What follows belongs to an exercise in optimizing a design on an open flow for small area; a production flow would make more cautious choices. RTL that was checked went through simulation tests only; none was proved equivalent to the original. Function not checked in run 2: the RTL went through the layout flow alone.

### flow/run.sh
#!/bin/bash
# synth_recipe.tcl (not shown) runs the flow's synth.tcl, then flattens the netlist and writes it again
# the make line also repeats each setting of config.mk as NAME=value (left out here)
make -C /OpenROAD-flow-scripts/flow DESIGN_CONFIG=/design/flow/config.mk WORK_HOME=/design/flow/orfs CLKGATE_MAP_FILE= SYNTH_SCRIPT=/design/flow/synth_recipe.tcl finish
### flow/config.mk
export PLATFORM = sky130hd
export DESIGN_NAME = buck_v1_0
export DESIGN_NICKNAME = buck_v1_0
export VERILOG_FILES = /design/flow/design.v
export SDC_FILE = /design/flow/constraint.sdc
export NUM_CORES = 4
export LEC_CHECK = 0
export CAP_MARGIN = 20
export CORE_MARGIN = 2
export CORE_UTILIZATION = 40
export SLEW_MARGIN = 20
### flow/constraint.sdc
create_clock -name core_clock -period 28.0 [get_ports {aclk}]
set_input_delay 5.6000 -clock core_clock [delete_from_list [all_inputs] [get_ports {aclk}]]
set_output_delay 5.6000 -clock core_clock [all_outputs]
set_load 0.01 [all_outputs]
### flow/design.v
module buck_v1_0 #(
  parameter model_data_width = 25,
  parameter model_decimal_width = 16
)(
  input aclk,
  input resetn,
  input clock_enable,
  input pwm,
  input signed [model_data_width-1:0] input_voltage,
  input signed [model_data_width-1:0] period_inductor,
  input signed [model_data_width-1:0] period_capacitor,
  input signed [model_data_width-1:0] inverse_resistor,
  output reg signed [model_data_width-1:0] inductor_current,
  output signed [model_data_width-1:0] capacitor_current,
  output reg signed [model_data_width-1:0] output_current,
  output reg signed [model_data_width-1:0] output_voltage
);
  reg        busy;
  reg  [1:0] ph;
  reg  [5:0] it;
  reg        p;
  reg [24:0] acc;
  reg        c1;    
  reg        c2;    
  wire it_last = it[5] & it[3];           
  wire it_hi   = it[5] | it[4];           
  wire it_lo   = ~it[5] & ~(it[4] & it[3]);  
  wire [4:0] vidx = it_lo ? it[4:0] : 5'd24;
  wire a2  = p & input_voltage[vidx];
  wire b2  = ~output_voltage[0];
  wire dv  = a2 ^ b2 ^ c2;
  wire x = (ph == 2'd1) ? dv : (ph == 2'd2) ? output_current[0] : output_voltage[0];
  wire [24:0] y  = (ph == 2'd1) ? period_inductor :
                   (ph == 2'd2) ? period_capacitor : inverse_resistor;
  wire [24:0] pp = x ? y : 25'd0;
  wire [25:0] s  = {acc[24], acc} + {pp[24], pp};
  wire ob = s[0];
  wire a1 = (ph == 2'd2) ? output_voltage[0] : inductor_current[0];
  wire b1 = ob ^ (ph == 2'd0);
  wire sum1 = a1 ^ b1 ^ c1;
  always @(posedge aclk) begin
    if (!resetn) begin
      busy <= 1'b0;
    end else if (clock_enable) begin
      busy <= 1'b1;
      ph <= 2'd0;
      it <= 6'd0;
      p <= pwm;
    end else if (busy) begin
      it <= it_last ? 6'd0 : it + 6'd1;
      if (it_last) begin
        ph <= ph + 2'd1;
        if (ph == 2'd3) busy <= 1'b0;
      end
    end
  end
  always @(posedge aclk)
    acc <= (busy & ~it_last) ? s[25:1] : 25'd0;
  always @(posedge aclk)
    c1 <= it_hi ? ((a1 & b1) | (a1 & c1) | (b1 & c1)) : (ph == 2'd0);
  always @(posedge aclk)
    if (ph != 2'd1)
      c2 <= 1'b1;
    else if (it_lo)
      c2 <= (a2 & b2) | (a2 & c2) | (b2 & c2);
  always @(posedge aclk)
    if (!resetn)
      inductor_current <= 0;
    else if (busy & it_hi & ~ph[1])
      inductor_current <= {(ph[0] ? sum1 : inductor_current[0]), inductor_current[24:1]};
  always @(posedge aclk)
    if (!resetn)
      output_voltage <= 0;
    else if (busy & ((ph == 2'd2) ? it_hi : (it_lo | it_last)))
      output_voltage <= {((ph == 2'd2) ? sum1 : output_voltage[0]), output_voltage[24:1]};
  always @(posedge aclk)
    if (!resetn)
      output_current <= 0;
    else if (busy & ((ph == 2'd2) | (it_hi & (ph != 2'd1))))
      output_current <= {((ph == 2'd0) ? sum1 : (ph == 2'd2) ? output_current[24] : ob),
                         output_current[24:1]};
  assign capacitor_current = inductor_current - output_current;
endmodule
==> reports/qor.txt, run 1 <==
Hold depth = 2
Setup TNS = 0 ns
Sequential element share of the synthesized area = 0.297
Tcrit/Tclk final = 0.344
HPWL after DPL = 16.6 mm
Critical Path RT = 28.25 ns
Layout cells sized above 1 = 0.0413
Post-synthesis cell type count = 71
FP Rows = 51
Grt total ovfl = 0
Clock transition at path regs = 0.08 ns
Slowest stage delay, CP = 0.57 ns
Met2 WL = 10.3 mm
Clock Latency Late Sink = 0.36 ns
Critical path buffers and inverters = 3
Fmax = 104 MHz
Final Setup Violations = 0
Most used DFF post-synth = dfxtp_1
Drt drc = 0
Actual slew at the worst max-slew pin = 0.930 ns
Top Ports = 204
Syn_nets = 1147
Die height = 144 um
Fill count = 1940
Gpl congestion = 0.884
EDFF count, synth = 9
Layout Nets = 1318
WHS Endpoint = output_current[19]
M1 wire length = 10.0 mm
CP Launch Type = input port
Synth Cell Area = 0.00786 mm^2
DRT iter0 DRCs = 412
Final Routed Wirelength = 21.7 mm
H-tree levels = 3
Hold buffer count at CTS = 0
Hold Path Class = flip-flop to flip-flop
ANT nets after route = 0
Post-cts resize count = 0
Die extent in x = 144 um
Slowest cell on the critical path = a31oi_1
Top Metal Used = met4
Yosys reg bits = 112
Avg Inst Size Synth = 7.98 um^2
Max-cap violations = 0
CTS buffer count = 9
Vias = 7393
Gr usage total = 0.209
Cell count after synthesis = 985
Final Critical Period = 9.63 ns
Reg2reg start = it[5]
Core area = 0.0194 mm^2
Critical Path Sink Type = flip-flop
Antenna diodes = 0
Layout area overhead = 32.6%
Total clock sinks = 112
RR Endpoint = acc[17]
Initial Util = 0.405
Postcts setup bufs = 0
Final Max Tran Viols = 0
Drt via density = 5.18
RSZ-0062 raised after global routing = false
First-pass GRT wire length = 34.8 mm
DR WL/cell = 15.2 um
Initial antenna violation count = 0
CP max FO = 25
CP Cell Sequence = clkdlybuf4s50_1, inv_1, mux2_1, a221oi_1, a31oi_1, o21ai_1, a41oi_1, fa_1, nand2_1, o21ai_4, nand2b_1, inv_1, ha_1, a21oi_1, nor2_1, o2111ai_1, a31oi_1, xnor2_1, nor2_1
CP arrival = 9.88 ns
TritonRoute pass-1 iters = 4
Largest net degree at the start of global routing = 79
Kind of cell adding the most delay to the critical path = compound AO/OA/AOI/OAI gates
Critical path class = input port to flip-flop
CTS tree = built
Clock Path Buffers = 2
Synth Warn # = 1
R2R cell count = 19
Met3 WL = 881 um
Skew final = 0.00860 ns
Outcome = timing/DRC/antenna clean
Synth async-reset ratio = 0
Die area = 0.0208 mm^2
Clk root buf = clkbuf_16
Slew HR = 0.380
R2R Setup Slk = 23.12 ns
Min-delay src = output_current[20]
Vias in the first global route = 6903
# port buffers = 203
Final Hold Viols = 0
[cells by family after synthesis]
group	synth area share
DFF	0.297
xor gates and xnor gates	0.0323
and+or+nand+nor	0.215
muxes	0.0898
AOI/OAI and AO/OA	0.217
buffers and inverters	0.0530
adders and majority gates	0.0961
[Yosys cell counts, types with 3 or more instances]
cell      instances  area [um^2]
o21ai_0          23          115
mux4_2            3         67.6
mux2i_1          57          571
xnor2_1          22          193
o211a_1           3         30.0
o221ai_1          3         26.3
o21a_1            9         67.6
o211ai_1          9         67.6
inv_1            48          180
nand3_1          13         65.1
nand2b_1         12         75.1
a21boi_1         38          285
ha_1             54          676
fa_1              4         80.1
nand4_1          10         62.6
o31ai_1           4         30.0
and2_1            4         25.0
a211oi_1          7         52.6
buf_6             3         33.8
buf_2            15         75.1
clkbuf_1         29          109
nor4_1            3         18.8
and4_1            4         35.0
and3_1            4         25.0
o31a_1            3         26.3
xor2_1            7         61.3
dfxtp_1         103         2060
edfxtp_1          9          270
a21o_1           15          113
a21boi_0         14          105
o21bai_1          7         52.6
a31oi_1           8         50.1
o21ai_1           9         45.0
or3_1             5         31.3
nor2b_1          33          206
mux2_2            4         45.0
nand2_1         149          559
nor3b_1           8         60.1
nor3_1           19         95.1
nor2_1           98          368
a21oi_1          77          385
[cell usage in the layout, fill, tap and decap left out, types with 9 or more instances in the layout]
| cell | count |
|---|---|
| clkbuf_16 | 9 |
| o21ai_0 | 23 |
| o211ai_1 | 9 |
| nand4_1 | 10 |
| xnor2_1 | 22 |
| a21boi_0 | 14 |
| inv_1 | 48 |
| a21o_1 | 15 |
| o21a_1 | 9 |
| mux2i_1 | 57 |
| nor2_1 | 98 |
| nand2b_1 | 12 |
| nor2b_1 | 33 |
| ha_1 | 52 |
| nand3_1 | 13 |
| dfxtp_1 | 103 |
| edfxtp_1 | 9 |
| nor3_1 | 19 |
| a21boi_1 | 38 |
| a21oi_1 | 77 |
| nand2_1 | 149 |
| clkdlybuf4s50_1 | 202 |
[final cells by class]
cell class | instances | area, um^2 | share of cell area
well taps | 265 | 332 | 0.0318
clock inverters | 7 | 95.1 | 0.00912
repair buffers | 210 | 2100 | 0.201
flip-flops and latches | 112 | 2330 | 0.224
inverters | 49 | 184 | 0.0176
clock buffers | 9 | 225 | 0.0216
multi-input cells | 774 | 5150 | 0.495
[per-layer routing]
| layer | global-route usage | vias up |
|---|---|---|
| met1 | 0.268 | 3383 |
| met5 | 0 | - |
| li1 | - | 3806 |
| met2 | 0.364 | 174 |
| met4 | 0.0634 | 0 |
| met3 | 0.0318 | 30 |
[flip-flops by register name, indices dropped and copies added, names as in the netlist]
name	flops
acc	25
output_voltage	25
busy	1
c1	1
ph	2
p	1
inductor_current	25
output_current	25
it	6
c2	1
[worst reg2reg max path: stages (launching register included)]
cell      delay, ns
edfxtp_1       0.63
a21oi_1        0.26
nand2_1        0.15
mux2_1         0.37
o211ai_1       0.18
a31oi_1        0.11
a41oi_1        0.22
fa_1           0.44
nand2_1        0.12
o21ai_4        0.21
nor2_1         0.20
ha_1           0.18
inv_1          0.05
fa_1           0.39
nand2b_1       0.20
a211oi_1       0.36
o21ai_0        0.21
a211oi_1       0.29
o21a_1         0.15
nor3_1         0.04
[worst max path at each step]
stage / from / to / depth (start not counted)
after global placement: input_voltage[8] / acc[14] / 19
after floorplan: input_voltage[15] / acc[17] / 18
after global routing: input_voltage[8] / acc[23] / 20
after detailed placement: input_voltage[9] / acc[17] / 20
after CTS: input_voltage[8] / acc[17] / 20
final: input_voltage[8] / acc[14] / 19
[through the flow]
| stage | cells | hold WS [ns] | cell area [um^2] | setup slack (ns) | utilization |
|---|---|---|---|---|---|
| 2_1_floorplan | 985 | 0.455 | 7860 | 18.76 | - |
| 3_3_place_gp | 1409 | 0.467 | 10100 | 17.97 | 0.519 |
| 3_5_place_dp | 1409 | 0.476 | 10100 | 17.85 | 0.519 |
| 4_1_cts | 1425 | 0.488 | 10400 | 18.23 | 0.535 |
| 6_report | 1426 | 0.487 | 10400 | 18.37 | 0.537 |
| 5_1_grt | 1426 | 0.519 | 10400 | 17.90 | 0.537 |
==> run 2: changes to the inputs <==
==> flow/design.v (replaced) <==
module buck_v1_0 #(
  parameter model_data_width = 25,
  parameter model_decimal_width = 16
)(
  input aclk, 
  input resetn, 
  input clock_enable,
  input pwm, 
  input signed [model_data_width-1:0] input_voltage,
  input signed [model_data_width-1:0] period_inductor,
  input signed [model_data_width-1:0] period_capacitor,
  input signed [model_data_width-1:0] inverse_resistor,
  output reg signed [model_data_width-1:0] inductor_current,
  output signed [model_data_width-1:0] capacitor_current,
  output signed [model_data_width-1:0] output_current,
  output reg signed [model_data_width-1:0] output_voltage  
);
  wire signed [model_data_width-1:0] voltage_diff;  
  wire signed [(model_data_width*2)-1:0] voltage_diff_intl_2width;  
  wire signed [model_data_width-1:0] voltage_diff_intl;  
  wire signed [(model_data_width*2)-1:0] capacitor_current_intc_2width;  
  wire signed [model_data_width-1:0] capacitor_current_intc;  
  wire signed [(model_data_width*2)-1:0] output_current_2width;  
  assign voltage_diff = pwm? input_voltage - output_voltage: -output_voltage;
  assign voltage_diff_intl_2width = voltage_diff * period_inductor;
  assign voltage_diff_intl = voltage_diff_intl_2width >>> model_decimal_width;
  always @(posedge aclk)
    if (!resetn)
      inductor_current <= 0;
    else 
      if (clock_enable)
        inductor_current <= inductor_current + voltage_diff_intl;
  assign capacitor_current = inductor_current - output_current;
  assign capacitor_current_intc_2width = capacitor_current * period_capacitor;
  assign capacitor_current_intc = capacitor_current_intc_2width >>> model_decimal_width;
  always @(posedge aclk)
    if (!resetn)
      output_voltage <= 0;
    else 
      if (clock_enable)
        output_voltage <= output_voltage + capacitor_current_intc;
  assign output_current_2width = output_voltage * inverse_resistor;
  assign output_current = output_current_2width >>> model_decimal_width;
endmodule
==> reports/qor.txt, run 2 <==
Outcome = timing/DRC/antenna clean
Critical Path Sink Type = flip-flop
Final Hold Viols = 0 (unchanged)
CTS buffer count = 5 (-4)
Clock Path Buffers = 2 (unchanged)
Critical path class = input port to flip-flop
Slowest cell on the critical path = xnor3_1
Cell count after synthesis = 7210 (+630%)
Yosys reg bits = 50 (-55%)
Synth top area cells = fa_1 (52%), inv_1 (11%), ha_1 (9.4%)
CTS tree = built
Commonest non-fill, non-tap cell in the layout = inv_1
Total clock sinks = 50 (-55%)
Most frequent cells in the layout = inv_1 (1878), fa_1 (1660), nand2_1 (999)
Hold Path Class = flip-flop to flip-flop
CP Launch Type = input port
DR WL/cell = 20.2 um (+33%)
Layout area overhead = 7.39%
Fmax = 40.0 MHz (-62%)
Area leader, netlist = fa_1
Pre-CTS setup slack = 2.73 ns (-15.12 ns)
Critical Path RT = 28.24 ns (about the same)
Synth Cell Area = 0.0640 mm^2 (+710%)
Postcts setup bufs = 0 (unchanged)
Clk root buf = clkbuf_16
CP most frequent cell = fa_1
ANT nets after route = 0 (unchanged)
CP max FO = 24 (-4.0%)
Syn_nets = 9456 (+720%)
FP Rows = 146 (+190%)
Layout cells sized above 1 = 0.0295 (-0.0118)
Final Setup Violations = 0 (unchanged)
Final Max Tran Viols = 0 (unchanged)
Sequential element share of the synthesized area = 0.0156 (-0.281)
Vias = 47200 (+540%)
Post-cts resize count = 0 (unchanged)
Die area = 0.163 mm^2 (+690%)
Top cells by count, synth = inv_1 (1879), fa_1 (1660), nand2_1 (999)
R2R Setup Slk = 8.57 ns (-14.55 ns)
CP arrival = 25.25 ns (+15.37 ns)
Final Routed Wirelength = 188 mm (+770%)
Grt total ovfl = 0 (unchanged)
Actual slew at the worst max-slew pin = 1.21 ns (+0.277 ns)
Reg2reg start = output_voltage[6]
Vias in the first global route = 51800 (+650%)
Fill count = 15600 (+700%)
Final Instance Area = 0.0688 mm^2 (+560%)
Placed Cells = 9279 (+560%)
Worst hold slack = 0.510 ns (+0.0232 ns)
Clock transition at path regs = 0.08 ns (about the same)
H-tree levels = 2 (-1)
Max-cap violations = 0 (unchanged)
Avg Inst Size Synth = 8.88 um^2 (+11%)
Drt drc = 0 (unchanged)
Layout Nets = 9460 (+620%)
Final Critical Period = 25.01 ns (+15.38 ns)
Finished Core Util = 0.433 (-0.104)
Top Ports = 204 (unchanged)
Synth Warn # = 1 (unchanged)
Tcrit/Tclk final = 0.893 (+0.549)
Synth async-reset ratio = 0 (unchanged)
Core area = 0.159 mm^2 (+720%)
Skew final = 0.0126 ns (+0.00396 ns)
Largest net degree at the start of global routing = 51 (-35%)
RSZ-0062 raised after global routing = false
Min-delay src = output_voltage[22]
Hold buffer count at CTS = 0 (unchanged)
HPWL after DPL = 151 mm (+810%)
Slowest stage delay, CP = 0.85 ns (+0.28 ns)
Gr usage total = 0.238 (+0.0295)
Top-area cell type share of the netlist area = 0.519 (+0.257)
Drt via density = 5.08 (-2.1%)
R2R cell count = 70 (+51)
Clock Latency Late Sink = 0.32 ns (-0.04 ns)
Setup TNS = 0 ns (unchanged)
WHS Endpoint = output_voltage[22]
TritonRoute pass-1 iters = 6 (+2)
Count leader, synth = inv_1
Gpl congestion = 0.911 (+3.0%)
# port buffers = 203 (unchanged)
Die height = 404 um (+180%)
Hold depth = 2 (unchanged)
DRT iter0 DRCs = 2729 (+560%)
RR Endpoint = output_voltage[24]
PnR worst setup slack = 2.99 ns (-15.38 ns)
First-pass GRT wire length = 301 mm (+760%)
Die extent in x = 404 um (+180%)
Multi-input gate area = 0.0550 mm^2 (+970%)
Finished Layout Cells = 9289 (+550%)
Biggest regs = inductor_current: 25 flops, output_voltage: 25 flops
Slew HR = 0.193 (-0.187)
Reg area = 0.00100 mm^2 (-57%)
Initial Util = 0.403 (-0.00191)
Most used DFF post-synth = dfxtp_1
EDFF count, synth = 0 (-9)
Post-synthesis cell type count = 74 (+4.2%)
Initial antenna violation count = 6 (+6)
Placed instance area = 0.0686 mm^2 (+580%)
run 2: cell types whose count changed after synthesis, sizes merged, moves of 51 or more:
| cell | before | now |
|---|---|---|
| inv | 49 | 1881 |
| fa | 4 | 1660 |
| nand2 | 149 | 999 |
| and2 | 4 | 741 |
| ha | 54 | 482 |
| clkbuf | 29 | 322 |
| xnor2 | 22 | 184 |
| nor2 | 99 | 186 |
| dfxtp | 103 | 50 |
| a21boi | 52 | 1 |
run 2: worst max path at each step:
stage / start / end / slack [ns]
global placement: inverse_resistor[1] / output_voltage[24] / 2.98
global route: inverse_resistor[1] / output_voltage[24] / 1.71
floorplan: inverse_resistor[4] / output_voltage[24] / 5.89
CTS: inverse_resistor[1] / output_voltage[24] / 3.00
finish: inverse_resistor[1] / output_voltage[24] / 2.99
detailed placement: inverse_resistor[12] / output_voltage[24] / 2.73
run 2: logic make-up (layout without fill, tap and decap cells):
kind of cell,Yosys count,after routing,synth area share
fa+ha+maj,2142,2142,0.613
compound gates,383,383,0.0402
xor+xnor,228,228,0.0323
buf+inv,2215,2220,0.130
mux,33,33,0.00520
flops,50,50,0.0156
other cells,0,2,0
simple gates,2159,2159,0.164
run 2: final cells by class:
type | instances | area share
Multi-Input combinational cell | 4945 | 0.799
Sequential cell | 50 | 0.0146
Clock buffer | 5 | 0.00182
Tap cell | 2072 | 0.0377
Antenna cell | 2 | 0.0000728
Inverter | 1882 | 0.103
Clock inverter | 3 | 0.000691
Timing Repair Buffer | 330 | 0.0430
run 2: worst max-delay path: cells and delay by family:
family / cells / cell delay, ns
buffers and inverters: 9 / 1.30
AND/OR/NAND/NOR: 19 / 3.68
adder cells (fa/ha/maj): 18 / 8.13
AO/OA/AOI/OAI: 22 / 5.08
XOR/XNOR: 3 / 1.39
run 2: per-layer routing:
metal / track usage / share of wire
met1: 0.335 / 0.43
met2: 0.379 / 0.45
met3: 0.0519 / 0.090
met4: 0.0515 / 0.023
met5: 0 / 0.000069

afterwards: timing with drivers on the ports:
Ports are ideal in the flow. The routed layouts listed here were re-timed in OpenROAD.
Step 1 (the two cells are an assumption about what drives the block):
set clk [get_ports {aclk}]
set_driving_cell -lib_cell sky130_fd_sc_hd__clkbuf_16 $clk
set_driving_cell -lib_cell sky130_fd_sc_hd__buf_2 [delete_from_list [all_inputs] $clk]
Step 2 adds t to the input delays and takes it off the output delays; t is the mean of the earliest and latest rising clock arrival at the registers after step 1. Input paths then give back, and output paths get back, about the clock's delay inside the block.
Three values: ideal, step 1, step 2; two values: the first two.
run	t (ns)	setup slack, ns	worst setup path after step 2	slew at the worst register clock pin (ns)	worst data-port slew with drivers (ns)
run 1	0.406	18.371 / 18.392 / 17.985	input to register	0.08 / 0.08	0.05
run 2	0.359	2.989 / 3.017 / 2.658	input to register	0.08 / 0.08	0.07
After both steps every run listed still meets setup and hold. The setup slack of run 1, which loses most, moves by +0.021 ns with the drivers and by -0.386 ns with both steps.
